What follows belongs to an exercise in optimizing a design on an open flow for small area; a production flow would make more cautious choices.
No run shown here included a check of the RTL's function; only the layout flow was run.
Power and IR drop assume default switching activity.

<file path="flow/config.mk">
export PLATFORM = sky130hd
export DESIGN_NAME = top
export DESIGN_NICKNAME = top
export VERILOG_FILES = /design/flow/design.v
export SDC_FILE = /design/flow/constraint.sdc
export NUM_CORES = 4
export LEC_CHECK = 0
export CAP_MARGIN = 20
export CORE_MARGIN = 2
export CORE_UTILIZATION = 40
export SLEW_MARGIN = 20
export SYNTH_HIERARCHICAL = 1
export SYNTH_MINIMUM_KEEP_SIZE = 0
</file>
<file path="flow/constraint.sdc">
create_clock -name core_clock -period 10.0 [get_ports {clk}]
set_input_delay 2.0000 -clock core_clock [delete_from_list [all_inputs] [get_ports {clk}]]
set_output_delay 2.0000 -clock core_clock [all_outputs]
set_load 0.01 [all_outputs]
</file>
<file path="flow/design.v">
module top(y, x, c0, c1, c2, clk, rst);
input clk;
input rst;
input [7:0] x;
input [7:0] c0;
input [7:0] c1;
input [7:0] c2;
output [15:0] y;
reg [7:0] xd;
reg [7:0] c0d;
reg [15:0] s2q;
wire [7:0] xg;
wire [7:0] xdg;
gate_cell ug0 (.a(x[0]), .r(rst), .y(xg[0]));
gate_cell ugd0 (.a(xd[0]), .r(rst), .y(xdg[0]));
gate_cell ug1 (.a(x[1]), .r(rst), .y(xg[1]));
gate_cell ugd1 (.a(xd[1]), .r(rst), .y(xdg[1]));
gate_cell ug2 (.a(x[2]), .r(rst), .y(xg[2]));
gate_cell ugd2 (.a(xd[2]), .r(rst), .y(xdg[2]));
gate_cell ug3 (.a(x[3]), .r(rst), .y(xg[3]));
gate_cell ugd3 (.a(xd[3]), .r(rst), .y(xdg[3]));
gate_cell ug4 (.a(x[4]), .r(rst), .y(xg[4]));
gate_cell ugd4 (.a(xd[4]), .r(rst), .y(xdg[4]));
gate_cell ug5 (.a(x[5]), .r(rst), .y(xg[5]));
gate_cell ugd5 (.a(xd[5]), .r(rst), .y(xdg[5]));
gate_cell ug6 (.a(x[6]), .r(rst), .y(xg[6]));
gate_cell ugd6 (.a(xd[6]), .r(rst), .y(xdg[6]));
gate_cell ug7 (.a(x[7]), .r(rst), .y(xg[7]));
gate_cell ugd7 (.a(xd[7]), .r(rst), .y(xdg[7]));
wire [15:0] s2n;
wire p1;
wire p2;
wire p3;
wire p4;
wire p5;
wire p6;
wire p7;
wire p8;
wire p9;
wire p10;
wire p11;
wire p12;
wire p13;
wire p14;
wire p15;
wire p16;
wire p17;
wire p18;
wire p19;
wire p20;
wire p21;
wire p22;
wire p23;
wire p24;
wire p25;
wire p26;
wire p27;
wire p28;
wire p29;
wire p30;
wire p31;
wire p32;
wire p33;
wire p34;
wire p35;
wire p36;
wire p37;
wire p38;
wire p39;
wire p40;
wire p41;
wire p42;
wire p43;
wire p44;
wire p45;
wire p46;
wire p47;
wire p48;
wire p49;
wire p50;
wire p51;
wire p52;
wire p53;
wire p54;
wire p55;
wire p56;
wire p57;
wire p58;
wire p59;
wire p60;
wire p61;
wire p62;
wire p63;
wire p64;
wire p65;
wire p66;
wire p67;
wire p68;
wire p69;
wire p70;
wire p71;
wire p72;
wire p73;
wire p74;
wire p75;
wire p76;
wire p77;
wire p78;
wire p79;
wire p80;
wire p81;
wire p82;
wire p83;
wire p84;
wire p85;
wire p86;
wire p87;
wire p88;
wire p89;
wire p90;
wire p91;
wire p92;
wire p93;
wire p94;
wire p95;
wire p96;
wire p97;
wire p98;
wire p99;
wire p100;
wire p101;
wire p102;
wire p103;
wire p104;
wire p105;
wire p106;
wire p107;
wire p108;
wire p109;
wire p110;
wire p111;
wire p112;
wire p113;
wire p114;
wire p115;
wire p116;
wire p117;
wire p118;
wire p119;
wire p120;
wire p121;
wire p122;
wire p123;
wire p124;
wire p125;
wire p126;
wire p127;
wire p128;
wire n129;
wire n130;
wire s131;
wire c132;
wire s133;
wire c134;
wire n135;
wire s136;
wire c137;
wire s138;
wire c139;
wire s140;
wire c141;
wire s142;
wire c143;
wire s144;
wire c145;
wire s146;
wire c147;
wire s148;
wire c149;
wire s150;
wire c151;
wire s152;
wire c153;
wire s154;
wire c155;
wire s156;
wire c157;
wire s158;
wire c159;
wire s160;
wire c161;
wire s162;
wire c163;
wire s164;
wire c165;
wire s166;
wire c167;
wire s168;
wire c169;
wire s170;
wire c171;
wire n172;
wire n173;
wire s174;
wire c175;
wire s176;
wire c177;
wire s178;
wire c179;
wire s180;
wire c181;
wire s182;
wire c183;
wire s184;
wire c185;
wire s186;
wire c187;
wire s188;
wire c189;
wire s190;
wire c191;
wire s192;
wire c193;
wire n194;
wire s195;
wire c196;
wire s197;
wire c198;
wire s199;
wire c200;
wire s201;
wire c202;
wire s203;
wire c204;
wire s205;
wire c206;
wire s207;
wire c208;
wire s209;
wire c210;
wire s211;
wire c212;
wire s213;
wire c214;
wire s215;
wire c216;
wire s217;
wire c218;
wire s219;
wire c220;
wire s221;
wire c222;
wire s223;
wire c224;
wire s225;
wire c226;
wire s227;
wire c228;
wire s229;
wire c230;
wire s231;
wire c232;
wire s233;
wire c234;
wire s235;
wire c236;
wire s237;
wire c238;
wire s239;
wire c240;
wire s241;
wire c242;
wire s243;
wire c244;
wire s245;
wire c246;
wire s247;
wire c248;
wire s249;
wire c250;
wire s251;
wire c252;
wire s253;
wire c254;
wire s255;
wire c256;
wire s257;
wire c258;
wire s259;
wire c260;
wire s261;
wire c262;
wire s263;
wire c264;
wire s265;
wire c266;
wire s267;
wire c268;
wire s269;
wire c270;
wire s271;
wire c272;
wire s273;
wire c274;
wire s275;
wire c276;
wire s277;
wire c278;
wire s279;
wire c280;
wire s281;
wire c282;
wire s283;
wire c284;
wire s285;
wire c286;
wire s287;
wire c288;
wire s289;
wire c290;
wire s291;
wire c292;
wire s293;
wire c294;
wire s295;
wire c296;
wire s297;
wire c298;
wire s299;
wire c300;
wire n301;
wire n302;
wire s303;
wire c304;
wire s305;
wire c306;
wire s307;
wire c308;
wire s309;
wire c310;
wire s311;
wire c312;
wire s313;
wire c314;
wire s315;
wire c316;
wire s317;
wire c318;
wire s319;
wire c320;
wire s321;
wire c322;
wire s323;
wire c324;
wire n325;
wire s326;
wire c327;
wire s328;
wire c329;
wire s330;
wire c331;
wire s332;
wire c333;
wire s334;
wire c335;
wire s336;
wire c337;
wire s338;
wire c339;
wire s340;
wire c341;
wire s342;
wire c343;
wire s344;
wire c345;
wire s346;
wire c347;
wire s348;
wire c349;
wire s350;
wire c351;
wire s352;
wire c353;
wire s354;
wire c355;
wire s356;
wire c357;
wire s358;
wire c359;
wire s360;
wire c361;
wire s362;
wire c363;
wire s364;
wire c365;
wire s366;
wire c367;
wire s368;
wire c369;
wire s370;
wire c371;
wire s372;
wire c373;
wire s374;
wire c375;
wire x376;
wire x377;
wire p378;
wire p379;
wire p380;
wire p381;
wire p382;
wire p383;
wire p384;
wire p385;
wire p386;
wire p387;
wire p388;
wire p389;
wire p390;
wire p391;
wire p392;
wire p393;
wire p394;
wire p395;
wire p396;
wire p397;
wire p398;
wire p399;
wire p400;
wire p401;
wire p402;
wire p403;
wire p404;
wire p405;
wire p406;
wire p407;
wire p408;
wire p409;
wire p410;
wire p411;
wire p412;
wire p413;
wire p414;
wire p415;
wire p416;
wire p417;
wire p418;
wire p419;
wire p420;
wire p421;
wire p422;
wire p423;
wire p424;
wire p425;
wire p426;
wire p427;
wire p428;
wire p429;
wire p430;
wire p431;
wire p432;
wire p433;
wire p434;
wire p435;
wire p436;
wire p437;
wire p438;
wire p439;
wire p440;
wire p441;
wire n442;
wire s443;
wire c444;
wire s445;
wire c446;
wire n447;
wire s448;
wire c449;
wire s450;
wire c451;
wire s452;
wire c453;
wire n454;
wire s455;
wire c456;
wire n457;
wire s458;
wire c459;
wire s460;
wire c461;
wire s462;
wire c463;
wire n464;
wire n465;
wire s466;
wire c467;
wire s468;
wire c469;
wire s470;
wire c471;
wire s472;
wire c473;
wire s474;
wire c475;
wire n476;
wire s477;
wire c478;
wire s479;
wire c480;
wire s481;
wire c482;
wire s483;
wire c484;
wire s485;
wire c486;
wire s487;
wire c488;
wire n489;
wire s490;
wire c491;
wire s492;
wire c493;
wire s494;
wire c495;
wire s496;
wire c497;
wire s498;
wire c499;
wire s500;
wire c501;
wire s502;
wire c503;
wire n504;
wire s505;
wire c506;
wire s507;
wire c508;
wire s509;
wire c510;
wire s511;
wire c512;
wire s513;
wire c514;
wire s515;
wire c516;
wire s517;
wire c518;
wire s519;
wire c520;
wire n521;
wire s522;
wire c523;
wire s524;
wire c525;
wire s526;
wire c527;
wire s528;
wire c529;
wire s530;
wire c531;
wire s532;
wire c533;
wire s534;
wire c535;
wire s536;
wire c537;
wire n538;
wire s539;
wire c540;
wire n541;
wire s542;
wire c543;
wire s544;
wire c545;
wire s546;
wire c547;
wire n548;
wire s549;
wire c550;
wire s551;
wire c552;
wire s553;
wire c554;
wire s555;
wire c556;
wire n557;
wire s558;
wire c559;
wire s560;
wire c561;
wire s562;
wire c563;
wire s564;
wire c565;
wire s566;
wire c567;
wire n568;
wire n569;
wire s570;
wire c571;
wire s572;
wire c573;
wire s574;
wire c575;
wire s576;
wire c577;
wire s578;
wire c579;
wire n580;
wire s581;
wire c582;
wire s583;
wire c584;
wire s585;
wire c586;
wire s587;
wire c588;
wire s589;
wire c590;
wire s591;
wire c592;
wire s593;
wire c594;
wire s595;
wire c596;
wire s597;
wire c598;
wire s599;
wire c600;
wire x601;
wire x602;
wire [5:0] t603;
wire y604;
wire y605;
wire n606;
wire y607;
wire n608;
wire y609;
wire n610;
wire y611;
wire n612;
wire y613;
nand_cell u1 (.a(xdg[0]), .b(c0d[0]), .y(p1));
nand_cell u2 (.a(xdg[0]), .b(c0d[1]), .y(p2));
nand_cell u3 (.a(xdg[0]), .b(c0d[2]), .y(p3));
nand_cell u4 (.a(xdg[0]), .b(c0d[3]), .y(p4));
nand_cell u5 (.a(xdg[0]), .b(c0d[4]), .y(p5));
nand_cell u6 (.a(xdg[0]), .b(c0d[5]), .y(p6));
nand_cell u7 (.a(xdg[0]), .b(c0d[6]), .y(p7));
and_cell u8 (.a(xdg[0]), .b(c0d[7]), .y(p8));
nand_cell u9 (.a(xdg[1]), .b(c0d[0]), .y(p9));
nand_cell u10 (.a(xdg[1]), .b(c0d[1]), .y(p10));
nand_cell u11 (.a(xdg[1]), .b(c0d[2]), .y(p11));
nand_cell u12 (.a(xdg[1]), .b(c0d[3]), .y(p12));
nand_cell u13 (.a(xdg[1]), .b(c0d[4]), .y(p13));
nand_cell u14 (.a(xdg[1]), .b(c0d[5]), .y(p14));
nand_cell u15 (.a(xdg[1]), .b(c0d[6]), .y(p15));
and_cell u16 (.a(xdg[1]), .b(c0d[7]), .y(p16));
nand_cell u17 (.a(xdg[2]), .b(c0d[0]), .y(p17));
nand_cell u18 (.a(xdg[2]), .b(c0d[1]), .y(p18));
nand_cell u19 (.a(xdg[2]), .b(c0d[2]), .y(p19));
nand_cell u20 (.a(xdg[2]), .b(c0d[3]), .y(p20));
nand_cell u21 (.a(xdg[2]), .b(c0d[4]), .y(p21));
nand_cell u22 (.a(xdg[2]), .b(c0d[5]), .y(p22));
nand_cell u23 (.a(xdg[2]), .b(c0d[6]), .y(p23));
and_cell u24 (.a(xdg[2]), .b(c0d[7]), .y(p24));
nand_cell u25 (.a(xdg[3]), .b(c0d[0]), .y(p25));
nand_cell u26 (.a(xdg[3]), .b(c0d[1]), .y(p26));
nand_cell u27 (.a(xdg[3]), .b(c0d[2]), .y(p27));
nand_cell u28 (.a(xdg[3]), .b(c0d[3]), .y(p28));
nand_cell u29 (.a(xdg[3]), .b(c0d[4]), .y(p29));
nand_cell u30 (.a(xdg[3]), .b(c0d[5]), .y(p30));
nand_cell u31 (.a(xdg[3]), .b(c0d[6]), .y(p31));
and_cell u32 (.a(xdg[3]), .b(c0d[7]), .y(p32));
nand_cell u33 (.a(xdg[4]), .b(c0d[0]), .y(p33));
nand_cell u34 (.a(xdg[4]), .b(c0d[1]), .y(p34));
nand_cell u35 (.a(xdg[4]), .b(c0d[2]), .y(p35));
nand_cell u36 (.a(xdg[4]), .b(c0d[3]), .y(p36));
nand_cell u37 (.a(xdg[4]), .b(c0d[4]), .y(p37));
nand_cell u38 (.a(xdg[4]), .b(c0d[5]), .y(p38));
nand_cell u39 (.a(xdg[4]), .b(c0d[6]), .y(p39));
and_cell u40 (.a(xdg[4]), .b(c0d[7]), .y(p40));
nand_cell u41 (.a(xdg[5]), .b(c0d[0]), .y(p41));
nand_cell u42 (.a(xdg[5]), .b(c0d[1]), .y(p42));
nand_cell u43 (.a(xdg[5]), .b(c0d[2]), .y(p43));
nand_cell u44 (.a(xdg[5]), .b(c0d[3]), .y(p44));
nand_cell u45 (.a(xdg[5]), .b(c0d[4]), .y(p45));
nand_cell u46 (.a(xdg[5]), .b(c0d[5]), .y(p46));
nand_cell u47 (.a(xdg[5]), .b(c0d[6]), .y(p47));
and_cell u48 (.a(xdg[5]), .b(c0d[7]), .y(p48));
nand_cell u49 (.a(xdg[6]), .b(c0d[0]), .y(p49));
nand_cell u50 (.a(xdg[6]), .b(c0d[1]), .y(p50));
nand_cell u51 (.a(xdg[6]), .b(c0d[2]), .y(p51));
nand_cell u52 (.a(xdg[6]), .b(c0d[3]), .y(p52));
nand_cell u53 (.a(xdg[6]), .b(c0d[4]), .y(p53));
nand_cell u54 (.a(xdg[6]), .b(c0d[5]), .y(p54));
nand_cell u55 (.a(xdg[6]), .b(c0d[6]), .y(p55));
and_cell u56 (.a(xdg[6]), .b(c0d[7]), .y(p56));
and_cell u57 (.a(xdg[7]), .b(c0d[0]), .y(p57));
and_cell u58 (.a(xdg[7]), .b(c0d[1]), .y(p58));
and_cell u59 (.a(xdg[7]), .b(c0d[2]), .y(p59));
and_cell u60 (.a(xdg[7]), .b(c0d[3]), .y(p60));
and_cell u61 (.a(xdg[7]), .b(c0d[4]), .y(p61));
and_cell u62 (.a(xdg[7]), .b(c0d[5]), .y(p62));
and_cell u63 (.a(xdg[7]), .b(c0d[6]), .y(p63));
nand_cell u64 (.a(xdg[7]), .b(c0d[7]), .y(p64));
nand_cell u65 (.a(xg[0]), .b(c1[0]), .y(p65));
nand_cell u66 (.a(xg[0]), .b(c1[1]), .y(p66));
nand_cell u67 (.a(xg[0]), .b(c1[2]), .y(p67));
nand_cell u68 (.a(xg[0]), .b(c1[3]), .y(p68));
nand_cell u69 (.a(xg[0]), .b(c1[4]), .y(p69));
nand_cell u70 (.a(xg[0]), .b(c1[5]), .y(p70));
nand_cell u71 (.a(xg[0]), .b(c1[6]), .y(p71));
and_cell u72 (.a(xg[0]), .b(c1[7]), .y(p72));
nand_cell u73 (.a(xg[1]), .b(c1[0]), .y(p73));
nand_cell u74 (.a(xg[1]), .b(c1[1]), .y(p74));
nand_cell u75 (.a(xg[1]), .b(c1[2]), .y(p75));
nand_cell u76 (.a(xg[1]), .b(c1[3]), .y(p76));
nand_cell u77 (.a(xg[1]), .b(c1[4]), .y(p77));
nand_cell u78 (.a(xg[1]), .b(c1[5]), .y(p78));
nand_cell u79 (.a(xg[1]), .b(c1[6]), .y(p79));
and_cell u80 (.a(xg[1]), .b(c1[7]), .y(p80));
nand_cell u81 (.a(xg[2]), .b(c1[0]), .y(p81));
nand_cell u82 (.a(xg[2]), .b(c1[1]), .y(p82));
nand_cell u83 (.a(xg[2]), .b(c1[2]), .y(p83));
nand_cell u84 (.a(xg[2]), .b(c1[3]), .y(p84));
nand_cell u85 (.a(xg[2]), .b(c1[4]), .y(p85));
nand_cell u86 (.a(xg[2]), .b(c1[5]), .y(p86));
nand_cell u87 (.a(xg[2]), .b(c1[6]), .y(p87));
and_cell u88 (.a(xg[2]), .b(c1[7]), .y(p88));
nand_cell u89 (.a(xg[3]), .b(c1[0]), .y(p89));
nand_cell u90 (.a(xg[3]), .b(c1[1]), .y(p90));
nand_cell u91 (.a(xg[3]), .b(c1[2]), .y(p91));
nand_cell u92 (.a(xg[3]), .b(c1[3]), .y(p92));
nand_cell u93 (.a(xg[3]), .b(c1[4]), .y(p93));
nand_cell u94 (.a(xg[3]), .b(c1[5]), .y(p94));
nand_cell u95 (.a(xg[3]), .b(c1[6]), .y(p95));
and_cell u96 (.a(xg[3]), .b(c1[7]), .y(p96));
nand_cell u97 (.a(xg[4]), .b(c1[0]), .y(p97));
nand_cell u98 (.a(xg[4]), .b(c1[1]), .y(p98));
nand_cell u99 (.a(xg[4]), .b(c1[2]), .y(p99));
nand_cell u100 (.a(xg[4]), .b(c1[3]), .y(p100));
nand_cell u101 (.a(xg[4]), .b(c1[4]), .y(p101));
nand_cell u102 (.a(xg[4]), .b(c1[5]), .y(p102));
nand_cell u103 (.a(xg[4]), .b(c1[6]), .y(p103));
and_cell u104 (.a(xg[4]), .b(c1[7]), .y(p104));
nand_cell u105 (.a(xg[5]), .b(c1[0]), .y(p105));
nand_cell u106 (.a(xg[5]), .b(c1[1]), .y(p106));
nand_cell u107 (.a(xg[5]), .b(c1[2]), .y(p107));
nand_cell u108 (.a(xg[5]), .b(c1[3]), .y(p108));
nand_cell u109 (.a(xg[5]), .b(c1[4]), .y(p109));
nand_cell u110 (.a(xg[5]), .b(c1[5]), .y(p110));
nand_cell u111 (.a(xg[5]), .b(c1[6]), .y(p111));
and_cell u112 (.a(xg[5]), .b(c1[7]), .y(p112));
nand_cell u113 (.a(xg[6]), .b(c1[0]), .y(p113));
nand_cell u114 (.a(xg[6]), .b(c1[1]), .y(p114));
nand_cell u115 (.a(xg[6]), .b(c1[2]), .y(p115));
nand_cell u116 (.a(xg[6]), .b(c1[3]), .y(p116));
nand_cell u117 (.a(xg[6]), .b(c1[4]), .y(p117));
nand_cell u118 (.a(xg[6]), .b(c1[5]), .y(p118));
nand_cell u119 (.a(xg[6]), .b(c1[6]), .y(p119));
and_cell u120 (.a(xg[6]), .b(c1[7]), .y(p120));
and_cell u121 (.a(xg[7]), .b(c1[0]), .y(p121));
and_cell u122 (.a(xg[7]), .b(c1[1]), .y(p122));
and_cell u123 (.a(xg[7]), .b(c1[2]), .y(p123));
and_cell u124 (.a(xg[7]), .b(c1[3]), .y(p124));
and_cell u125 (.a(xg[7]), .b(c1[4]), .y(p125));
and_cell u126 (.a(xg[7]), .b(c1[5]), .y(p126));
and_cell u127 (.a(xg[7]), .b(c1[6]), .y(p127));
nand_cell u128 (.a(xg[7]), .b(c1[7]), .y(p128));
assign n129 = ~p1;
assign n130 = ~p65;
ha_cell u132 (.a(n129), .b(n130), .s(s131), .co(c132));
fa_cell u134 (.a(p2), .b(p9), .c(p66), .s(s133), .co(c134));
assign n135 = ~c132;
fa_cell u137 (.a(p73), .b(n135), .c(s133), .s(s136), .co(c137));
ha_cell u139 (.a(p3), .b(p10), .s(s138), .co(c139));
fa_cell u141 (.a(p17), .b(p67), .c(p74), .s(s140), .co(c141));
fa_cell u143 (.a(p81), .b(s138), .c(c134), .s(s142), .co(c143));
fa_cell u145 (.a(s140), .b(c137), .c(s142), .s(s144), .co(c145));
ha_cell u147 (.a(p4), .b(p11), .s(s146), .co(c147));
fa_cell u149 (.a(p18), .b(p25), .c(p68), .s(s148), .co(c149));
fa_cell u151 (.a(p75), .b(p82), .c(p89), .s(s150), .co(c151));
fa_cell u153 (.a(c139), .b(s146), .c(c141), .s(s152), .co(c153));
fa_cell u155 (.a(s148), .b(s150), .c(c143), .s(s154), .co(c155));
fa_cell u157 (.a(s152), .b(s154), .c(c145), .s(s156), .co(c157));
fa_cell u159 (.a(p5), .b(p12), .c(p19), .s(s158), .co(c159));
fa_cell u161 (.a(p26), .b(p33), .c(p69), .s(s160), .co(c161));
fa_cell u163 (.a(p76), .b(p83), .c(p90), .s(s162), .co(c163));
fa_cell u165 (.a(p97), .b(c147), .c(c149), .s(s164), .co(c165));
fa_cell u167 (.a(c151), .b(s158), .c(s160), .s(s166), .co(c167));
fa_cell u169 (.a(s162), .b(c153), .c(s164), .s(s168), .co(c169));
fa_cell u171 (.a(s166), .b(c155), .c(s168), .s(s170), .co(c171));
assign n172 = ~c157;
assign n173 = ~s170;
ha_cell u175 (.a(n172), .b(n173), .s(s174), .co(c175));
ha_cell u177 (.a(p6), .b(p13), .s(s176), .co(c177));
fa_cell u179 (.a(p20), .b(p27), .c(p34), .s(s178), .co(c179));
fa_cell u181 (.a(p41), .b(p70), .c(p77), .s(s180), .co(c181));
fa_cell u183 (.a(p84), .b(p91), .c(p98), .s(s182), .co(c183));
fa_cell u185 (.a(p105), .b(s176), .c(c159), .s(s184), .co(c185));
fa_cell u187 (.a(c161), .b(c163), .c(s178), .s(s186), .co(c187));
fa_cell u189 (.a(s180), .b(s182), .c(c165), .s(s188), .co(c189));
fa_cell u191 (.a(s184), .b(c167), .c(s186), .s(s190), .co(c191));
fa_cell u193 (.a(c169), .b(s188), .c(s190), .s(s192), .co(c193));
assign n194 = ~c175;
fa_cell u196 (.a(c171), .b(s192), .c(n194), .s(s195), .co(c196));
ha_cell u198 (.a(p7), .b(p14), .s(s197), .co(c198));
fa_cell u200 (.a(p21), .b(p28), .c(p35), .s(s199), .co(c200));
fa_cell u202 (.a(p42), .b(p49), .c(p71), .s(s201), .co(c202));
fa_cell u204 (.a(p78), .b(p85), .c(p92), .s(s203), .co(c204));
fa_cell u206 (.a(p99), .b(p106), .c(p113), .s(s205), .co(c206));
fa_cell u208 (.a(c177), .b(s197), .c(c179), .s(s207), .co(c208));
fa_cell u210 (.a(c181), .b(c183), .c(s199), .s(s209), .co(c210));
fa_cell u212 (.a(s201), .b(s203), .c(s205), .s(s211), .co(c212));
fa_cell u214 (.a(c185), .b(c187), .c(s207), .s(s213), .co(c214));
fa_cell u216 (.a(s209), .b(s211), .c(c189), .s(s215), .co(c216));
fa_cell u218 (.a(c191), .b(s213), .c(s215), .s(s217), .co(c218));
fa_cell u220 (.a(c193), .b(s217), .c(c196), .s(s219), .co(c220));
ha_cell u222 (.a(p8), .b(p15), .s(s221), .co(c222));
fa_cell u224 (.a(p22), .b(p29), .c(p36), .s(s223), .co(c224));
fa_cell u226 (.a(p43), .b(p50), .c(p57), .s(s225), .co(c226));
fa_cell u228 (.a(p72), .b(p79), .c(p86), .s(s227), .co(c228));
fa_cell u230 (.a(p93), .b(p100), .c(p107), .s(s229), .co(c230));
fa_cell u232 (.a(p114), .b(p121), .c(c198), .s(s231), .co(c232));
fa_cell u234 (.a(s221), .b(c200), .c(c202), .s(s233), .co(c234));
fa_cell u236 (.a(c204), .b(c206), .c(s223), .s(s235), .co(c236));
fa_cell u238 (.a(s225), .b(s227), .c(s229), .s(s237), .co(c238));
fa_cell u240 (.a(s231), .b(c208), .c(c210), .s(s239), .co(c240));
fa_cell u242 (.a(s233), .b(c212), .c(s235), .s(s241), .co(c242));
fa_cell u244 (.a(s237), .b(c214), .c(s239), .s(s243), .co(c244));
fa_cell u246 (.a(s241), .b(c216), .c(s243), .s(s245), .co(c246));
fa_cell u248 (.a(c218), .b(s245), .c(c220), .s(s247), .co(c248));
ha_cell u250 (.a(p16), .b(p23), .s(s249), .co(c250));
fa_cell u252 (.a(p30), .b(p37), .c(p44), .s(s251), .co(c252));
fa_cell u254 (.a(p51), .b(p58), .c(p80), .s(s253), .co(c254));
fa_cell u256 (.a(p87), .b(p94), .c(p101), .s(s255), .co(c256));
fa_cell u258 (.a(p108), .b(p115), .c(p122), .s(s257), .co(c258));
fa_cell u260 (.a(c222), .b(s249), .c(c224), .s(s259), .co(c260));
fa_cell u262 (.a(c226), .b(c228), .c(c230), .s(s261), .co(c262));
fa_cell u264 (.a(s251), .b(s253), .c(s255), .s(s263), .co(c264));
fa_cell u266 (.a(s257), .b(c232), .c(c234), .s(s265), .co(c266));
fa_cell u268 (.a(c236), .b(s259), .c(s261), .s(s267), .co(c268));
fa_cell u270 (.a(c238), .b(s263), .c(c240), .s(s269), .co(c270));
fa_cell u272 (.a(s265), .b(c242), .c(s267), .s(s271), .co(c272));
fa_cell u274 (.a(s269), .b(c244), .c(s271), .s(s273), .co(c274));
fa_cell u276 (.a(c246), .b(s273), .c(c248), .s(s275), .co(c276));
fa_cell u278 (.a(p24), .b(p31), .c(p38), .s(s277), .co(c278));
fa_cell u280 (.a(p45), .b(p52), .c(p59), .s(s279), .co(c280));
fa_cell u282 (.a(p88), .b(p95), .c(p102), .s(s281), .co(c282));
fa_cell u284 (.a(p109), .b(p116), .c(p123), .s(s283), .co(c284));
fa_cell u286 (.a(c250), .b(c252), .c(c254), .s(s285), .co(c286));
fa_cell u288 (.a(c256), .b(c258), .c(s277), .s(s287), .co(c288));
fa_cell u290 (.a(s279), .b(s281), .c(s283), .s(s289), .co(c290));
fa_cell u292 (.a(c260), .b(c262), .c(s285), .s(s291), .co(c292));
fa_cell u294 (.a(c264), .b(s287), .c(s289), .s(s293), .co(c294));
fa_cell u296 (.a(c266), .b(c268), .c(s291), .s(s295), .co(c296));
fa_cell u298 (.a(s293), .b(c270), .c(c272), .s(s297), .co(c298));
fa_cell u300 (.a(s295), .b(c274), .c(s297), .s(s299), .co(c300));
assign n301 = ~s299;
assign n302 = ~c276;
ha_cell u304 (.a(n301), .b(n302), .s(s303), .co(c304));
fa_cell u306 (.a(p32), .b(p39), .c(p46), .s(s305), .co(c306));
fa_cell u308 (.a(p53), .b(p60), .c(p96), .s(s307), .co(c308));
fa_cell u310 (.a(p103), .b(p110), .c(p117), .s(s309), .co(c310));
fa_cell u312 (.a(p124), .b(c278), .c(c280), .s(s311), .co(c312));
fa_cell u314 (.a(c282), .b(c284), .c(s305), .s(s313), .co(c314));
fa_cell u316 (.a(s307), .b(s309), .c(c286), .s(s315), .co(c316));
fa_cell u318 (.a(c288), .b(s311), .c(c290), .s(s317), .co(c318));
fa_cell u320 (.a(s313), .b(c292), .c(s315), .s(s319), .co(c320));
fa_cell u322 (.a(c294), .b(s317), .c(c296), .s(s321), .co(c322));
fa_cell u324 (.a(s319), .b(c298), .c(s321), .s(s323), .co(c324));
assign n325 = ~c304;
fa_cell u327 (.a(c300), .b(s323), .c(n325), .s(s326), .co(c327));
fa_cell u329 (.a(p40), .b(p47), .c(p54), .s(s328), .co(c329));
fa_cell u331 (.a(p61), .b(p104), .c(p111), .s(s330), .co(c331));
fa_cell u333 (.a(p118), .b(p125), .c(c306), .s(s332), .co(c333));
fa_cell u335 (.a(c308), .b(c310), .c(s328), .s(s334), .co(c335));
fa_cell u337 (.a(s330), .b(c312), .c(c314), .s(s336), .co(c337));
fa_cell u339 (.a(s332), .b(s334), .c(c316), .s(s338), .co(c339));
fa_cell u341 (.a(c318), .b(s336), .c(s338), .s(s340), .co(c341));
fa_cell u343 (.a(c320), .b(c322), .c(s340), .s(s342), .co(c343));
fa_cell u345 (.a(c324), .b(s342), .c(c327), .s(s344), .co(c345));
fa_cell u347 (.a(p48), .b(p55), .c(p62), .s(s346), .co(c347));
fa_cell u349 (.a(p112), .b(p119), .c(p126), .s(s348), .co(c349));
fa_cell u351 (.a(c329), .b(c331), .c(s346), .s(s350), .co(c351));
fa_cell u353 (.a(s348), .b(c333), .c(c335), .s(s352), .co(c353));
fa_cell u355 (.a(s350), .b(c337), .c(s352), .s(s354), .co(c355));
fa_cell u357 (.a(c339), .b(s354), .c(c341), .s(s356), .co(c357));
fa_cell u359 (.a(s356), .b(c343), .c(c345), .s(s358), .co(c359));
fa_cell u361 (.a(p56), .b(p63), .c(p120), .s(s360), .co(c361));
fa_cell u363 (.a(p127), .b(c347), .c(c349), .s(s362), .co(c363));
fa_cell u365 (.a(s360), .b(c351), .c(s362), .s(s364), .co(c365));
fa_cell u367 (.a(c353), .b(s364), .c(c355), .s(s366), .co(c367));
fa_cell u369 (.a(s366), .b(c357), .c(c359), .s(s368), .co(c369));
fa_cell u371 (.a(p64), .b(p128), .c(c361), .s(s370), .co(c371));
fa_cell u373 (.a(c363), .b(s370), .c(c365), .s(s372), .co(c373));
fa_cell u375 (.a(s372), .b(c367), .c(c369), .s(s374), .co(c375));
assign x376 = c371 ^ c373;
assign x377 = x376 ^ c375;
nand_cell u378 (.a(x[0]), .b(c2[0]), .y(p378));
nand_cell u379 (.a(x[0]), .b(c2[1]), .y(p379));
nand_cell u380 (.a(x[0]), .b(c2[2]), .y(p380));
nand_cell u381 (.a(x[0]), .b(c2[3]), .y(p381));
nand_cell u382 (.a(x[0]), .b(c2[4]), .y(p382));
nand_cell u383 (.a(x[0]), .b(c2[5]), .y(p383));
nand_cell u384 (.a(x[0]), .b(c2[6]), .y(p384));
and_cell u385 (.a(x[0]), .b(c2[7]), .y(p385));
nand_cell u386 (.a(x[1]), .b(c2[0]), .y(p386));
nand_cell u387 (.a(x[1]), .b(c2[1]), .y(p387));
nand_cell u388 (.a(x[1]), .b(c2[2]), .y(p388));
nand_cell u389 (.a(x[1]), .b(c2[3]), .y(p389));
nand_cell u390 (.a(x[1]), .b(c2[4]), .y(p390));
nand_cell u391 (.a(x[1]), .b(c2[5]), .y(p391));
nand_cell u392 (.a(x[1]), .b(c2[6]), .y(p392));
and_cell u393 (.a(x[1]), .b(c2[7]), .y(p393));
nand_cell u394 (.a(x[2]), .b(c2[0]), .y(p394));
nand_cell u395 (.a(x[2]), .b(c2[1]), .y(p395));
nand_cell u396 (.a(x[2]), .b(c2[2]), .y(p396));
nand_cell u397 (.a(x[2]), .b(c2[3]), .y(p397));
nand_cell u398 (.a(x[2]), .b(c2[4]), .y(p398));
nand_cell u399 (.a(x[2]), .b(c2[5]), .y(p399));
nand_cell u400 (.a(x[2]), .b(c2[6]), .y(p400));
and_cell u401 (.a(x[2]), .b(c2[7]), .y(p401));
nand_cell u402 (.a(x[3]), .b(c2[0]), .y(p402));
nand_cell u403 (.a(x[3]), .b(c2[1]), .y(p403));
nand_cell u404 (.a(x[3]), .b(c2[2]), .y(p404));
nand_cell u405 (.a(x[3]), .b(c2[3]), .y(p405));
nand_cell u406 (.a(x[3]), .b(c2[4]), .y(p406));
nand_cell u407 (.a(x[3]), .b(c2[5]), .y(p407));
nand_cell u408 (.a(x[3]), .b(c2[6]), .y(p408));
and_cell u409 (.a(x[3]), .b(c2[7]), .y(p409));
nand_cell u410 (.a(x[4]), .b(c2[0]), .y(p410));
nand_cell u411 (.a(x[4]), .b(c2[1]), .y(p411));
nand_cell u412 (.a(x[4]), .b(c2[2]), .y(p412));
nand_cell u413 (.a(x[4]), .b(c2[3]), .y(p413));
nand_cell u414 (.a(x[4]), .b(c2[4]), .y(p414));
nand_cell u415 (.a(x[4]), .b(c2[5]), .y(p415));
nand_cell u416 (.a(x[4]), .b(c2[6]), .y(p416));
and_cell u417 (.a(x[4]), .b(c2[7]), .y(p417));
nand_cell u418 (.a(x[5]), .b(c2[0]), .y(p418));
nand_cell u419 (.a(x[5]), .b(c2[1]), .y(p419));
nand_cell u420 (.a(x[5]), .b(c2[2]), .y(p420));
nand_cell u421 (.a(x[5]), .b(c2[3]), .y(p421));
nand_cell u422 (.a(x[5]), .b(c2[4]), .y(p422));
nand_cell u423 (.a(x[5]), .b(c2[5]), .y(p423));
nand_cell u424 (.a(x[5]), .b(c2[6]), .y(p424));
and_cell u425 (.a(x[5]), .b(c2[7]), .y(p425));
nand_cell u426 (.a(x[6]), .b(c2[0]), .y(p426));
nand_cell u427 (.a(x[6]), .b(c2[1]), .y(p427));
nand_cell u428 (.a(x[6]), .b(c2[2]), .y(p428));
nand_cell u429 (.a(x[6]), .b(c2[3]), .y(p429));
nand_cell u430 (.a(x[6]), .b(c2[4]), .y(p430));
nand_cell u431 (.a(x[6]), .b(c2[5]), .y(p431));
nand_cell u432 (.a(x[6]), .b(c2[6]), .y(p432));
and_cell u433 (.a(x[6]), .b(c2[7]), .y(p433));
and_cell u434 (.a(x[7]), .b(c2[0]), .y(p434));
and_cell u435 (.a(x[7]), .b(c2[1]), .y(p435));
and_cell u436 (.a(x[7]), .b(c2[2]), .y(p436));
and_cell u437 (.a(x[7]), .b(c2[3]), .y(p437));
and_cell u438 (.a(x[7]), .b(c2[4]), .y(p438));
and_cell u439 (.a(x[7]), .b(c2[5]), .y(p439));
and_cell u440 (.a(x[7]), .b(c2[6]), .y(p440));
nand_cell u441 (.a(x[7]), .b(c2[7]), .y(p441));
assign n442 = ~p378;
ha_cell u444 (.a(s2q[0]), .b(n442), .s(s443), .co(c444));
fa_cell u446 (.a(s2q[1]), .b(p379), .c(p386), .s(s445), .co(c446));
assign n447 = ~s445;
ha_cell u449 (.a(c444), .b(n447), .s(s448), .co(c449));
ha_cell u451 (.a(s2q[2]), .b(p380), .s(s450), .co(c451));
fa_cell u453 (.a(p387), .b(p394), .c(s450), .s(s452), .co(c453));
assign n454 = ~c449;
fa_cell u456 (.a(c446), .b(s452), .c(n454), .s(s455), .co(c456));
assign n457 = ~s455;
fa_cell u459 (.a(s2q[3]), .b(p381), .c(p388), .s(s458), .co(c459));
fa_cell u461 (.a(p395), .b(p402), .c(c451), .s(s460), .co(c461));
fa_cell u463 (.a(s458), .b(c453), .c(s460), .s(s462), .co(c463));
assign n464 = ~s462;
assign n465 = ~c456;
ha_cell u467 (.a(n464), .b(n465), .s(s466), .co(c467));
ha_cell u469 (.a(p382), .b(p389), .s(s468), .co(c469));
fa_cell u471 (.a(p396), .b(p403), .c(p410), .s(s470), .co(c471));
fa_cell u473 (.a(s468), .b(c459), .c(s470), .s(s472), .co(c473));
fa_cell u475 (.a(c461), .b(s472), .c(c463), .s(s474), .co(c475));
assign n476 = ~s474;
fa_cell u478 (.a(s2q[4]), .b(n476), .c(c467), .s(s477), .co(c478));
fa_cell u480 (.a(s2q[5]), .b(p383), .c(p390), .s(s479), .co(c480));
fa_cell u482 (.a(p397), .b(p404), .c(p411), .s(s481), .co(c482));
fa_cell u484 (.a(p418), .b(c469), .c(c471), .s(s483), .co(c484));
fa_cell u486 (.a(s479), .b(s481), .c(c473), .s(s485), .co(c486));
fa_cell u488 (.a(s483), .b(s485), .c(c475), .s(s487), .co(c488));
assign n489 = ~s487;
ha_cell u491 (.a(n489), .b(c478), .s(s490), .co(c491));
fa_cell u493 (.a(s2q[6]), .b(p384), .c(p391), .s(s492), .co(c493));
fa_cell u495 (.a(p398), .b(p405), .c(p412), .s(s494), .co(c495));
fa_cell u497 (.a(p419), .b(p426), .c(c480), .s(s496), .co(c497));
fa_cell u499 (.a(c482), .b(s492), .c(s494), .s(s498), .co(c499));
fa_cell u501 (.a(c484), .b(s496), .c(s498), .s(s500), .co(c501));
fa_cell u503 (.a(c486), .b(s500), .c(c488), .s(s502), .co(c503));
assign n504 = ~s502;
ha_cell u506 (.a(n504), .b(c491), .s(s505), .co(c506));
fa_cell u508 (.a(s2q[7]), .b(p385), .c(p392), .s(s507), .co(c508));
fa_cell u510 (.a(p399), .b(p406), .c(p413), .s(s509), .co(c510));
fa_cell u512 (.a(p420), .b(p427), .c(p434), .s(s511), .co(c512));
fa_cell u514 (.a(c493), .b(c495), .c(s507), .s(s513), .co(c514));
fa_cell u516 (.a(s509), .b(s511), .c(c497), .s(s515), .co(c516));
fa_cell u518 (.a(c499), .b(s513), .c(s515), .s(s517), .co(c518));
fa_cell u520 (.a(c501), .b(s517), .c(c503), .s(s519), .co(c520));
assign n521 = ~s519;
ha_cell u523 (.a(c506), .b(n521), .s(s522), .co(c523));
ha_cell u525 (.a(s2q[8]), .b(p393), .s(s524), .co(c525));
fa_cell u527 (.a(p400), .b(p407), .c(p414), .s(s526), .co(c527));
fa_cell u529 (.a(p421), .b(p428), .c(p435), .s(s528), .co(c529));
fa_cell u531 (.a(s524), .b(c508), .c(c510), .s(s530), .co(c531));
fa_cell u533 (.a(c512), .b(s526), .c(s528), .s(s532), .co(c533));
fa_cell u535 (.a(c514), .b(s530), .c(s532), .s(s534), .co(c535));
fa_cell u537 (.a(c516), .b(s534), .c(c518), .s(s536), .co(c537));
assign n538 = ~c523;
fa_cell u540 (.a(s536), .b(c520), .c(n538), .s(s539), .co(c540));
assign n541 = ~s539;
fa_cell u543 (.a(p401), .b(p408), .c(p415), .s(s542), .co(c543));
fa_cell u545 (.a(p422), .b(p429), .c(p436), .s(s544), .co(c545));
fa_cell u547 (.a(c525), .b(c527), .c(c529), .s(s546), .co(c547));
assign n548 = ~s2q[9];
fa_cell u550 (.a(n548), .b(s542), .c(s544), .s(s549), .co(c550));
fa_cell u552 (.a(c531), .b(s546), .c(c533), .s(s551), .co(c552));
fa_cell u554 (.a(s549), .b(c535), .c(s551), .s(s553), .co(c554));
fa_cell u556 (.a(s553), .b(c537), .c(c540), .s(s555), .co(c556));
assign n557 = ~s555;
fa_cell u559 (.a(s2q[10]), .b(p409), .c(p416), .s(s558), .co(c559));
fa_cell u561 (.a(p423), .b(p430), .c(p437), .s(s560), .co(c561));
fa_cell u563 (.a(c543), .b(c545), .c(s558), .s(s562), .co(c563));
fa_cell u565 (.a(s560), .b(c547), .c(c550), .s(s564), .co(c565));
fa_cell u567 (.a(s562), .b(c552), .c(s564), .s(s566), .co(c567));
assign n568 = ~c554;
assign n569 = ~s566;
ha_cell u571 (.a(n568), .b(n569), .s(s570), .co(c571));
fa_cell u573 (.a(s2q[11]), .b(p417), .c(p424), .s(s572), .co(c573));
fa_cell u575 (.a(p431), .b(p438), .c(c559), .s(s574), .co(c575));
fa_cell u577 (.a(c561), .b(s572), .c(c563), .s(s576), .co(c577));
fa_cell u579 (.a(s574), .b(c565), .c(s576), .s(s578), .co(c579));
assign n580 = ~c571;
fa_cell u582 (.a(c567), .b(s578), .c(n580), .s(s581), .co(c582));
fa_cell u584 (.a(s2q[12]), .b(p425), .c(p432), .s(s583), .co(c584));
fa_cell u586 (.a(p439), .b(c573), .c(s583), .s(s585), .co(c586));
fa_cell u588 (.a(c575), .b(s585), .c(c577), .s(s587), .co(c588));
fa_cell u590 (.a(s587), .b(c579), .c(c582), .s(s589), .co(c590));
fa_cell u592 (.a(s2q[13]), .b(p433), .c(p440), .s(s591), .co(c592));
fa_cell u594 (.a(c584), .b(s591), .c(c586), .s(s593), .co(c594));
fa_cell u596 (.a(s593), .b(c588), .c(c590), .s(s595), .co(c596));
fa_cell u598 (.a(s2q[14]), .b(p441), .c(c592), .s(s597), .co(c598));
fa_cell u600 (.a(s597), .b(c594), .c(c596), .s(s599), .co(c600));
assign x601 = s2q[15] ^ c598;
assign x602 = x601 ^ c600;
inc_and6 u603 (.a({~s599, ~s595, ~s589, ~s581, s570, ~c556}), .t(t603));
assign y604 = s570 ^ t603[0];
assign y605 = s581 ^ t603[1];
assign n606 = ~y605;
assign y607 = s589 ^ t603[2];
assign n608 = ~y607;
assign y609 = s595 ^ t603[3];
assign n610 = ~y609;
assign y611 = s599 ^ t603[4];
assign n612 = ~y611;
assign y613 = x602 ^ t603[5];
assign y[0] = s443;
assign s2n[0] = s131;
assign y[1] = s448;
assign s2n[1] = s136;
assign y[2] = n457;
assign s2n[2] = s144;
assign y[3] = s466;
assign s2n[3] = s156;
assign y[4] = s477;
assign s2n[4] = s174;
assign y[5] = s490;
assign s2n[5] = s195;
assign y[6] = s505;
assign s2n[6] = s219;
assign y[7] = s522;
assign s2n[7] = s247;
assign y[8] = n541;
assign s2n[8] = s275;
assign y[9] = n557;
assign s2n[9] = s303;
assign y[10] = y604;
assign s2n[10] = s326;
assign y[11] = n606;
assign s2n[11] = s344;
assign y[12] = n608;
assign s2n[12] = s358;
assign y[13] = n610;
assign s2n[13] = s368;
assign y[14] = n612;
assign s2n[14] = s374;
assign y[15] = y613;
assign s2n[15] = x377;
always @(posedge clk) begin
  xd <= xg;
  c0d <= c0;
  s2q <= s2n;
end
endmodule
module fa_cell(input a, input b, input c, output s, output co);
assign s = a ^ b ^ c;
assign co = (a & b) | (a & c) | (b & c);
endmodule
module ha_cell(input a, input b, output s, output co);
assign s = a ^ b;
assign co = a & b;
endmodule
module inc_and6(input [5:0] a, output [5:0] t);
genvar i;
assign t[0] = a[0];
generate for (i = 1; i < 6; i = i + 1) begin : g
  assign t[i] = &a[i:0];
end endgenerate
endmodule
module nand_cell(input a, input b, output y);
assign y = ~(a & b);
endmodule
module and_cell(input a, input b, output y);
assign y = a & b;
endmodule
module gate_cell(input a, input r, output y);
assign y = a & ~r;
endmodule
</file>
<file path="flow/flow/run.sh">
#!/bin/bash
# The standard layout (standard.sh, unchanged synthesis and steps), with
# one difference: the buffers that global placement puts on every input and
# output port are the platform's smallest buffer, not the delay buffer that
# buffer_ports picks by default. The resizer may still upsize them later.
set -euo pipefail
export BUFFER_PORTS_ARGS="-buffer_cell sky130_fd_sc_hd__buf_1"
bash standard.sh > standard.log 2>&1
</file>
<file path="flow/standard.sh">
#!/bin/bash
# synth_recipe.tcl (not shown) runs the flow's synth.tcl, then flattens the netlist and writes it again
# the make line also repeats each setting of config.mk as NAME=value (left out here)
make -C /OpenROAD-flow-scripts/flow DESIGN_CONFIG=/design/flow/config.mk WORK_HOME=/design/flow/orfs CLKGATE_MAP_FILE= SYNTH_SCRIPT=/design/flow/synth_recipe.tcl "${@:-finish}"
</file>
==> summary.md, run 1 <==
| Metric | Value |
|---|---|
| Status | `complete, no violations` |
| Synth Register Bits | `32` |
| Vias in the first global route | `roughly 4300` |
| Root Driver | `clkbuf_16` |
| Layout fillers | `approximately 1300` |
| Clock skew | `around 0.0057 ns` |
| Dpl ws | `just over 0.8 ns` |
| GRT Total Usage | `0.185` |
| Mapped Cells | `a little under 500` |
| Synth Warn # | `7` |
| Main area contributors after synthesis | `fa_1, dfxtp_1, nand2_1, and2_1, ha_1` |
| Mapped cell area | `about 5700 sq um` |
| Clk latency of the worst-skew pair | `0.29 ns` |
| Max-cap violations | `0` |
| Final HPWL DP | `slightly above 10 mm` |
| CTS clk-pin slew, worst paths | `roughly 0.06 ns` |
| I/O pins | `50` |
| Sequential area share after synthesis | `0.112` |
| VDD IR max | `around 0.00019 V` |
| DRT iter0 DRCs | `~140` |
| Total number of vias | `around 3700` |
| Leakage | `around 2.2 nW` |
| Worst Path Max Fanout | `9` |
| Avg Cell Area, Syn | `approximately 12 sq um` |
| Fin. Hold Viols | `0` |
| Routed WL per cell | `around 17 um` |
| Post-synthesis net count | `720` |
| Clk buf depth | `2` |
| Slew margin rel. | `0.624` |
| Width of the die | `124 um` |
| Largest net degree at the start of global routing | `11` |
| First-pass DRT Iterations | `5` |
| Commonest non-fill, non-tap cell in the layout | `fa_1` |
| Final setup vio count | `0` |
| FF-to-FF Start | `c0d[1]` |
| Post-CTS setup buffers | `0` |
| Critical path endpoint category | `primary output` |
| Top-area cell type share of the netlist area | `0.598` |
| PortBufs | `49` |
| Power density over the cells | `304 nW/um^2` |
| Layout cells sized above 1 | `0.0521` |
| Final non-filler cell total | `just over 700` |
| Ant. Diodes | `0` |
| Cells on Worst Hold Path | `3` |
| Post-route ant nets | `0` |
| Fmax | `around 110 MHz` |
| Worst Max-Slew Pin Slew | `around 0.56 ns` |
| Final period utilization | `0.916` |
| Worst hold start | `c0d[0]` |
| Total congestion overflow | `0` |
| Inserted Clock Buffers | `5` |
| Slew Viols, Final | `0` |
| Post-synth top area cell | `fa_1` |
| Setup TNS | `0 ns` |
| Placed insts | `around 710` |
| Worst reg2reg path depth | `22` |
| Via/cell ratio | `roughly 5.1` |
| Area growth, synth to finish | `7.67%` |
| Tot Pwr | `~1.9 mW` |
| H-tree levels | `2` |
| Hold Crit Endpoint | `s2q[0]` |
| Initial Util | `0.411` |
| Critical path class | `in2out` |
| Initial antenna violation count | `0` |
| Fin crit period | `slightly above 9 ns` |
| # hold bufs at CTS | `0` |
| CP Data Arrival Time | `7.16 ns` |
| Die area | `~15000 sq um` |
| Chip height | `between 100 and 150 um` |
| Worst hold-check path type | `reg2reg` |
| Clk sink count | `32` |
| Core Box Area | `13900 sq um` |
| Flop2flop setup slack | `around 3.2 ns` |
| Startpoint types | `primary input` |
| DRC violations left | `0` |
| First-pass GRT wire length | `between 20 and 25 mm` |
| Placer Congestion | `roughly 0.87` |
| Nets | `760` |
| CTS tree | `built` |
| Most frequent cells in the layout | `fa_1, nand2_1, buf_1` |
| Library cells used by synthesis | `15` |
| Row count | `43` |
| Cts repair resizes | `0` |
| Crit path required time | `around 8 ns` |
| R2r endpoint | `s2q[15]` |
| RSZ-0062 raised after global routing | `false` |
| Setup WS post-layout | `0.839 ns` |
| Total wire length | `about 12 mm` |
==> cells by family (layout without fill, tap and decap cells) <==
| family | count (synthesis) | after routing | share of synthesized area |
|---|---|---|---|
| XOR/XNOR | 10 | 10 | 0.0153 |
| adder cells (fa/ha/maj) | 190 | 190 | 0.640 |
| AND/OR/NAND/NOR | 216 | 216 | 0.190 |
| flip-flops | 32 | 32 | 0.112 |
| buffers and inverters | 48 | 89 | 0.0426 |
==> sequential cells by signal, indices dropped and copies added (netlist names) <==
name and flops:
s2q 16, c0d 8, xd 8
==> cell type report <==
type	instances	area (sq um)	share of cell area
multi-input combinational	416	4840	0.785
sequential	32	641	0.104
tap	180	225	0.0365
timing repair buffer	50	193	0.0313
clock buffer	6	139	0.0225
inverter	31	116	0.0189
clock inverter	2	10.0	0.00162
==> worst max-delay path: stages <==
cell,delay (ns)
buf_1,0.40
nand2_1,0.16
fa_1,0.57
fa_1,0.45
fa_1,0.46
fa_1,0.40
fa_1,0.39
fa_1,0.43
inv_1,0.06
ha_1,0.14
inv_1,0.05
fa_1,0.37
fa_1,0.38
inv_1,0.14
nand3_1,0.12
nor2_1,0.14
xor2_1,0.19
xnor2_1,0.14
buf_1,0.16
==> per-layer routing <==
metal	track usage	wire, um	up-vias
met4	0.0710	356	0
met5	0	0	-
met2	0.324	6450	164
li1	-	-	1549
met1	0.228	4560	1918
met3	0.0307	888	25
==> worst max path at each step <==
stage | to | depth (start not counted) | start | slack, ns
after floorplan | y[15] | 18 | x[2] | 1.57
after global placement | y[15] | 19 | x[2] | 0.87
after detailed placement | y[15] | 19 | x[2] | 0.83
after CTS | y[15] | 19 | x[2] | 0.81
after global routing | y[15] | 19 | x[2] | 0.54
final | y[15] | 19 | x[2] | 0.84
==> modules after synthesis, one instance, submodules excluded <==
module     flops+latches  area (sq um)
and_cell               0          6.26
gate_cell              0          13.8
ha_cell                0          12.5
inc_and6               0          51.3
top                   32           965
fa_cell                0          20.0
nand_cell              0          3.75
==> synth_stat cells <==
| library cell | number |
|---|---|
| inv_1 | 31 |
| and2_4 | 1 |
| and2_1 | 42 |
| fa_1 | 171 |
| xnor2_1 | 8 |
| nor2b_4 | 16 |
| nand3_1 | 2 |
| dfxtp_1 | 32 |
| and3_2 | 1 |
| nand2_1 | 151 |
| buf_4 | 17 |
| xor2_1 | 2 |
| nor2_1 | 2 |
| ha_1 | 19 |
| and3_1 | 1 |
==> per-stage QoR <==
stage               instance area [sq um]  hold WS [ns]  utilization
floorplan                            5720         0.641            -
global placement                     6010         0.825        0.432
detailed placement                   6010         0.787        0.432
CTS                                  6160         0.814        0.442
global route                         6160         0.887        0.442
finish                               6160         0.822        0.442
==> where the power goes <==
part / leakage, nW / total (mW) / internal [mW] / switching [mW]
logic: 1.88 / 1.52 / 0.684 / 0.837
clock network: 0.0766 / 0.156 / 0.0980 / 0.0578
registers: 0.269 / 0.195 / 0.174 / 0.0212
==> inputs of run 2 (changes only) <==
--- a/flow/config.mk
+++ b/flow/config.mk
@@ -8,6 +8,7 @@
 export CAP_MARGIN = 20
 export CORE_MARGIN = 2
 export CORE_UTILIZATION = 40
+export CTS_BUF_LIST = sky130_fd_sc_hd__clkbuf_8
 export SLEW_MARGIN = 20
 export SYNTH_HIERARCHICAL = 1
 export SYNTH_MINIMUM_KEEP_SIZE = 0
==> run 2 against run 1 <==
Register-to-register slack worse by 0.02 ns. Worst setup slack barely moved. Worst hold slack improved by 0.0051 ns. Highest routed layer unchanged.
==> summary.md, run 2 <==
| Metric | Value |
|---|---|
| First-pass GRT wire length | `21.0 mm (-0.29%)` |
| Post-synth top cells | `fa_1, nand2_1, and2_1, dfxtp_1, inv_1` |
| Post-Synth XOR/XNOR Area | `0.0153 (unchanged)` |
| Most flop-heavy register | `s2q` |
| Power density over the cells | `298 nW/um^2 (-1.9%)` |
| Post-synthesis net count | `720 (unchanged)` |
| Layout cells sized above 1 | `0.0521 (unchanged)` |
| Clock skew | `0.00932 ns (+0.00366 ns)` |
| Chip height | `124 um (unchanged)` |
| Initial antenna violation count | `0 (unchanged)` |
| Placer Congestion | `0.872 (unchanged)` |
| Fraction of the mapped netlist area in adder cells | `0.640 (unchanged)` |
| Total number of vias | `3635 (-0.57%)` |
| Avg Cell Area, Syn | `11.5 sq um (unchanged)` |
| Synth Register Bits | `32 (unchanged)` |
| Cts repair resizes | `0 (unchanged)` |
| Worst Path Max Fanout | `9 (unchanged)` |
| I/O pins | `50 (unchanged)` |
| Main area contributors after synthesis | `fa_1, dfxtp_1, nand2_1, and2_1, ha_1` |
| Status | `complete, no violations` |
| Mapped cell area | `5720 sq um (unchanged)` |
| DRT iter0 DRCs | `179 (+26%)` |
| Width of the die | `124 um (unchanged)` |
| Mux cell area share after synthesis | `0 (unchanged)` |
| Core Box Area | `13900 sq um (unchanged)` |
| Inserted Clock Buffers | `5 (unchanged)` |
| Ys flop type | `dfxtp_1` |
| Area growth, synth to finish | `6.69%` |
| Post-synth top area cell | `fa_1` |
| Leakage | `2.20 nW (-1.2%)` |
| Most frequent cells in the layout | `fa_1, nand2_1, buf_1` |
| Post-CTS setup buffers | `0 (unchanged)` |
| CP Data Arrival Time | `7.16 ns (about the same)` |
| Sequential area share after synthesis | `0.112 (unchanged)` |
| Final HPWL DP | `10.3 mm (unchanged)` |
| # hold bufs at CTS | `0 (unchanged)` |
| Fin. Hold Viols | `0 (unchanged)` |
| Largest net degree at the start of global routing | `11 (unchanged)` |
| Library cells used by synthesis | `15 (unchanged)` |
| Synth Warn # | `7 (unchanged)` |
| PortBufs | `49 (unchanged)` |
| Row count | `43 (unchanged)` |
| Die area | `15300 sq um (unchanged)` |
| Critical path endpoint category | `primary output` |
| Total congestion overflow | `0 (unchanged)` |
| Clk buf depth | `2 (unchanged)` |
| Biggest registers after layout | `s2q x16, c0d x8, xd x8` |
| Slew Viols, Final | `0 (unchanged)` |
| Nets | `760 (unchanged)` |
| H-tree levels | `2 (unchanged)` |
| Fmax | `109 MHz (about the same)` |
| Synth Area in Simple Gates | `0.190 (unchanged)` |
| Via/cell ratio | `5.07 (-0.57%)` |
| Post-route ant nets | `0 (unchanged)` |
| Worst Max-Slew Pin Slew | `0.553 ns (-0.0104 ns)` |
| Compound-Gate Fraction of Synth Area | `0 (unchanged)` |
| EDFF count, synth | `0 (unchanged)` |
| CTS clk-pin slew, worst paths | `0.08 ns (+0.02 ns)` |
| Slew margin rel. | `0.631 (+0.00691)` |
| Largest family of logic cells by synthesized area | `adder cells` |
| Fin crit period | `9.16 ns (+0.0000820 ns)` |
| GRT Total Usage | `0.182 (-0.00255)` |
| Clk latency of the worst-skew pair | `0.29 ns (about the same)` |
| Top-area cell type share of the netlist area | `0.598 (unchanged)` |
| Total wire length | `12.1 mm (-0.93%)` |
| Startpoint types | `primary input` |
| Initial Util | `0.411 (unchanged)` |
| First-pass DRT Iterations | `4 (-1)` |
| Max-cap violations | `0 (unchanged)` |
| Final Util | `0.438 (-0.00404)` |
| Dominant cell by count in the synthesized netlist | `fa_1` |
| Layout fillers | `1318 (+0.076%)` |
| Routed WL per cell | `16.9 um (-0.93%)` |
| CTS tree | `built` |
| Crit path required time | `8.00 ns (about the same)` |
| Root Driver | `clkbuf_8` |
| Setup TNS | `0 ns (unchanged)` |
| Critical path class | `in2out` |
| Final setup vio count | `0 (unchanged)` |
| Vias in the first global route | `4299 (+0.40%)` |
| Ant. Diodes | `0 (unchanged)` |
| Mapped Cells | `496 (unchanged)` |
| Worst hold-check path type | `reg2reg` |
| Final period utilization | `0.916 (about the same)` |
| RSZ-0062 raised after global routing | `false` |
| VDD IR max | `0.000195 V (unchanged)` |
| Commonest non-fill, non-tap cell in the layout | `fa_1` |
| Post-synth ARST share | `0 (unchanged)` |
| Largest register FFs | `16 (unchanged)` |
| Clk sink count | `32 (unchanged)` |
| DRC violations left | `0 (unchanged)` |
## run 2: cell types whose count changed in the layout (fill, tap and decap cells not counted)
| cell | previous run | this run |
|---|---|---|
| clkbuf_16 | 5 | 0 |
| clkbuf_8 | 1 | 6 |
## run 2: cell type report
cell class | instances | area [sq um] | share of cell area
Sequential cell | 32 | 641 | 0.105
Timing Repair Buffer | 50 | 193 | 0.0316
Clock buffer | 6 | 82.6 | 0.0135
Inverter | 31 | 116 | 0.0191
Multi-Input combinational cell | 416 | 4840 | 0.792
Tap cell | 180 | 225 | 0.0369
Clock inverter | 2 | 10.0 | 0.00164
## run 2: critical path, stage by stage
cell and delay (ns):
buf_1 0.40, nand2_1 0.16, fa_1 0.58, fa_1 0.45, fa_1 0.45, fa_1 0.40
fa_1 0.39, fa_1 0.43, inv_1 0.06, ha_1 0.14, inv_1 0.05, fa_1 0.37
fa_1 0.38, inv_1 0.14, nand3_1 0.12, nor2_1 0.14, xor2_1 0.19, xnor2_1 0.14
buf_1 0.16
## run 2: path summary, 6_finish.rpt
check / startpoint / to / slack (ns) / cells past startpoint
hold / removal: c0d[0] / s2q[0] / 0.83 / 3
hold reg to reg: c0d[0] / s2q[0] / 0.83 / 3
setup / recovery: x[2] / y[15] / 0.84 / 19
setup reg to reg: xd[2] / s2q[15] / 3.20 / 23
## run 2: logic make-up (layout without fill, tap and decap cells)
logic type / count (synthesis) / after routing
XOR/XNOR: 10 / 10
adder cells (fa/ha/maj): 190 / 190
buffers and inverters: 48 / 89
flip-flops: 32 / 32
AND/OR/NAND/NOR: 216 / 216
## run 2: per-module statistics from Yosys (local to each module, per instance)
module / copies in the design / cell area [sq um] / flops+latches
top: 1 / 965 / 32
inc_and6: 1 / 51.3 / 0
fa_cell: 171 / 20.0 / 0
gate_cell: 16 / 13.8 / 0
ha_cell: 19 / 12.5 / 0
and_cell: 42 / 6.26 / 0
nand_cell: 150 / 3.75 / 0
## run 2: stage by stage
stage / hold WS [ns] / setup WS [ns] / power [mW] / instances / cell area (sq um)
2_1_floorplan: 0.641 / 1.57 / 1.70 / 496 / 5720
3_3_place_gp: 0.825 / 0.870 / 1.74 / 709 / 6010
3_5_place_dp: 0.787 / 0.827 / 1.77 / 709 / 6010
4_1_cts: 0.816 / 0.812 / 1.89 / 717 / 6110
5_1_grt: 0.889 / 0.539 / 2.11 / 717 / 6110
6_report: 0.827 / 0.839 / 1.82 / 717 / 6110
## run 2: per-layer routing
| metal | routed length (um) | track usage | up-vias |
|---|---|---|---|
| met1 | 4680 | 0.224 | 1943 |
| met3 | 693 | 0.0334 | 22 |
| li1 | - | - | 1545 |
| met4 | 335 | 0.0618 | 0 |
| met5 | 0 | 0 | - |
| met2 | 6440 | 0.323 | 125 |
## run 2: power breakdown
part	switching (mW)	internal [mW]
sequential	0.0213	0.174
clock	0.0513	0.0549
combinational	0.835	0.683
total	0.908	0.911
==> inputs of run 3 (changes only) <==
--- a/flow/design.v
+++ b/flow/design.v
@@ -11,22 +11,23 @@
 reg [15:0] s2q;
 wire [7:0] xg;
 wire [7:0] xdg;
-gate_cell ug0 (.a(x[0]), .r(rst), .y(xg[0]));
-gate_cell ugd0 (.a(xd[0]), .r(rst), .y(xdg[0]));
-gate_cell ug1 (.a(x[1]), .r(rst), .y(xg[1]));
-gate_cell ugd1 (.a(xd[1]), .r(rst), .y(xdg[1]));
-gate_cell ug2 (.a(x[2]), .r(rst), .y(xg[2]));
-gate_cell ugd2 (.a(xd[2]), .r(rst), .y(xdg[2]));
-gate_cell ug3 (.a(x[3]), .r(rst), .y(xg[3]));
-gate_cell ugd3 (.a(xd[3]), .r(rst), .y(xdg[3]));
-gate_cell ug4 (.a(x[4]), .r(rst), .y(xg[4]));
-gate_cell ugd4 (.a(xd[4]), .r(rst), .y(xdg[4]));
-gate_cell ug5 (.a(x[5]), .r(rst), .y(xg[5]));
-gate_cell ugd5 (.a(xd[5]), .r(rst), .y(xdg[5]));
-gate_cell ug6 (.a(x[6]), .r(rst), .y(xg[6]));
-gate_cell ugd6 (.a(xd[6]), .r(rst), .y(xdg[6]));
-gate_cell ug7 (.a(x[7]), .r(rst), .y(xg[7]));
-gate_cell ugd7 (.a(xd[7]), .r(rst), .y(xdg[7]));
+wire rstn = ~rst;
+and_cell ug0 (.a(x[0]), .b(rstn), .y(xg[0]));
+and_cell ugd0 (.a(xd[0]), .b(rstn), .y(xdg[0]));
+and_cell ug1 (.a(x[1]), .b(rstn), .y(xg[1]));
+and_cell ugd1 (.a(xd[1]), .b(rstn), .y(xdg[1]));
+and_cell ug2 (.a(x[2]), .b(rstn), .y(xg[2]));
+and_cell ugd2 (.a(xd[2]), .b(rstn), .y(xdg[2]));
+and_cell ug3 (.a(x[3]), .b(rstn), .y(xg[3]));
+and_cell ugd3 (.a(xd[3]), .b(rstn), .y(xdg[3]));
+and_cell ug4 (.a(x[4]), .b(rstn), .y(xg[4]));
+and_cell ugd4 (.a(xd[4]), .b(rstn), .y(xdg[4]));
+and_cell ug5 (.a(x[5]), .b(rstn), .y(xg[5]));
+and_cell ugd5 (.a(xd[5]), .b(rstn), .y(xdg[5]));
+and_cell ug6 (.a(x[6]), .b(rstn), .y(xg[6]));
+and_cell ugd6 (.a(xd[6]), .b(rstn), .y(xdg[6]));
+and_cell ug7 (.a(x[7]), .b(rstn), .y(xg[7]));
+and_cell ugd7 (.a(xd[7]), .b(rstn), .y(xdg[7]));
 wire [15:0] s2n;
 wire p1;
 wire p2;
--- a/flow/config.mk
+++ b/flow/config.mk
@@ -8,7 +8,7 @@
 export CAP_MARGIN = 20
 export CORE_MARGIN = 2
 export CORE_UTILIZATION = 40
-export CTS_BUF_LIST = sky130_fd_sc_hd__clkbuf_8
+export CTS_BUF_LIST = sky130_fd_sc_hd__clkbuf_4 sky130_fd_sc_hd__clkbuf_8
 export SLEW_MARGIN = 20
 export SYNTH_HIERARCHICAL = 1
 export SYNTH_MINIMUM_KEEP_SIZE = 0
==> run 3 against run 2 <==
Still clean on timing, DRC and antenna. Via count shrank 0.74%. Critical path type unchanged. Clock skew is 0.0022 ns lower. First-iteration DRC count grew 32%. Global-route usage increased by 0.20 points. Sequential power about the same. Final cell count stayed put. Combinational power is essentially flat. Largest cell class unchanged.
==> summary.md, run 3 <==
| Metric | Value |
|---|---|
| Status | `complete, no violations` |
| Clk sink count | `32 (unchanged)` |
| Power density over the cells | `302 nW/um^2 (+1.5%)` |
| Sequential Area | `641 sq um (unchanged)` |
| Net switching power figure | `0.909 mW (about the same)` |
| # hold bufs at CTS | `0 (unchanged)` |
| GR peak layer | `met2` |
| Slew Viols, Final | `0 (unchanged)` |
| Initial antenna violation count | `0 (unchanged)` |
| Mapped Cells | `497 (+0.20%)` |
| Most flop-heavy register | `s2q` |
| Post-DP Area | `5890 sq um (-2.1%)` |
| Main area contributors after synthesis | `fa_1, dfxtp_1, nand2_1, and2_1, ha_1` |
| Synth Register Bits | `32 (unchanged)` |
| H-tree levels | `2 (unchanged)` |
| Setup WS post-layout | `0.831 ns (-0.00816 ns)` |
| Chip height | `122 um (-0.99%)` |
| Row count | `43 (unchanged)` |
| Max-cap violations | `0 (unchanged)` |
| GRT Total Usage | `0.184 (+0.00202)` |
| Worst Path Max Fanout | `9 (unchanged)` |
| Vias in the first global route | `4107 (-4.5%)` |
| Placed insts | `709 (unchanged)` |
| Post-CTS setup buffers | `0 (unchanged)` |
| Commonest non-fill, non-tap cell in the layout | `fa_1` |
| EDFF count, synth | `0 (unchanged)` |
| Setup TNS | `0 ns (unchanged)` |
| Post-synth ARST share | `0 (unchanged)` |
| Multi-input logic area | `4720 sq um (-2.5%)` |
| Layout fillers | `1362 (+3.3%)` |
| Clock power share | `0.059 (about the same)` |
| Nets | `760 (unchanged)` |
| Switching Share | `0.502 (+0.00315)` |
| Initial Util | `0.407 (-0.00364)` |
| Total wire length | `12.5 mm (+2.6%)` |
| Final non-filler cell total | `717 (unchanged)` |
| Top-area cell type share of the netlist area | `0.611 (+0.0124)` |
| Placer Congestion | `0.884 (+1.3%)` |
| Inserted Clock Buffers | `5 (unchanged)` |
| Post-synthesis net count | `721 (+0.14%)` |
| Avg Cell Area, Syn | `11.3 sq um (-2.2%)` |
| Startpoint types | `primary input` |
| Reg power frac | `0.107 (about the same)` |
| Slew margin rel. | `0.633 (+0.00188)` |
| Mapped cell area | `5610 sq um (-2.0%)` |
| Root Driver | `clkbuf_8` |
| Met2 Use GR | `0.323 (+0.000462)` |
| Sequential area share after synthesis | `0.114 (+0.00232)` |
| Critical path endpoint category | `primary output` |
==> run 3: changes by cell type after synthesis <==
| cell | delta |
|---|---|
| and2_1 | +16 |
| nor2b_4 | -16 |
| inv_1 | +1 |
==> run 3: critical path: stages <==
cell,delay (ns)
buf_1,0.40
nand2_1,0.16
fa_1,0.58
fa_1,0.44
fa_1,0.45
fa_1,0.39
fa_1,0.39
fa_1,0.44
inv_1,0.07
ha_1,0.14
inv_1,0.05
fa_1,0.38
fa_1,0.38
inv_1,0.13
nand3_1,0.12
nor2_1,0.15
xor2_1,0.19
xnor2_1,0.14
buf_1,0.16
==> run 3: per-stage QoR <==
stage | total power [mW] | utilization | hold slack (ns)
2_1_floorplan | 1.69 | - | 0.644
3_3_place_gp | 1.72 | 0.428 | 0.823
3_5_place_dp | 1.75 | 0.428 | 0.820
4_1_cts | 1.87 | 0.434 | 0.843
5_1_grt | 2.06 | 0.434 | 0.918
6_report | 1.81 | 0.434 | 0.828
==> run 3: per-module statistics from Yosys, one instance, submodules excluded <==
module	times used	cells inside	area, sq um	flip-flops and latches
top	1	90	968	32
inc_and6	1	9	51.3	0
fa_cell	171	1	20.0	0
ha_cell	19	1	12.5	0
and_cell	58	1	6.26	0
nand_cell	150	1	3.75	0
==> run 3: worst paths after layout <==
path | from | endpoint | slack [ns] | depth (start not counted)
setup reg to reg | xd[2] | s2q[15] | 3.13 | 23
setup / recovery | x[2] | y[15] | 0.83 | 19
hold / removal | c0d[0] | s2q[0] | 0.83 | 3
hold reg to reg | c0d[0] | s2q[0] | 0.83 | 3
==> run 3: metal layers <==
layer	vias to the layer above	part of all wire
met5	-	0
met4	0	0.017
li1	1549	-
met2	131	0.54
met1	1912	0.39
met3	16	0.055
==> run 3: logic make-up after synthesis <==
group	synth area share
xor+xnor	0.0156
fa+ha+maj	0.653
buf+inv	0.0442
flops	0.114
simple gates	0.173
==> run 3: layout make-up <==
| cell class | instances | area share |
|---|---|---|
| multi-input cells | 416 | 0.789 |
| flip-flops and latches | 32 | 0.107 |
| well taps | 180 | 0.0377 |
| repair buffers | 49 | 0.0308 |
| inverters | 32 | 0.0201 |
| clock buffers | 5 | 0.0115 |
| clock inverters | 3 | 0.00397 |
==> run 3: power by group through the flow <==
stage,Combinational [mW],Clock (mW),Sequential (mW)
4_1_cts,1.56,0.112,0.195
6_report,1.51,0.107,0.194
3_3_place_gp,1.52,0,0.198
5_1_grt,1.74,0.119,0.198
3_5_place_dp,1.55,0,0.198
2_1_floorplan,1.50,0,0.192

Re-timed with assumed drivers on the ports (clkbuf_16 on the clock, buf_2 on other inputs), run 3 has 0.799 ns of setup slack against 0.831 ns with ideal ports, and 0.799 ns once port delays also move by the mid clock arrival of 0.331 ns.
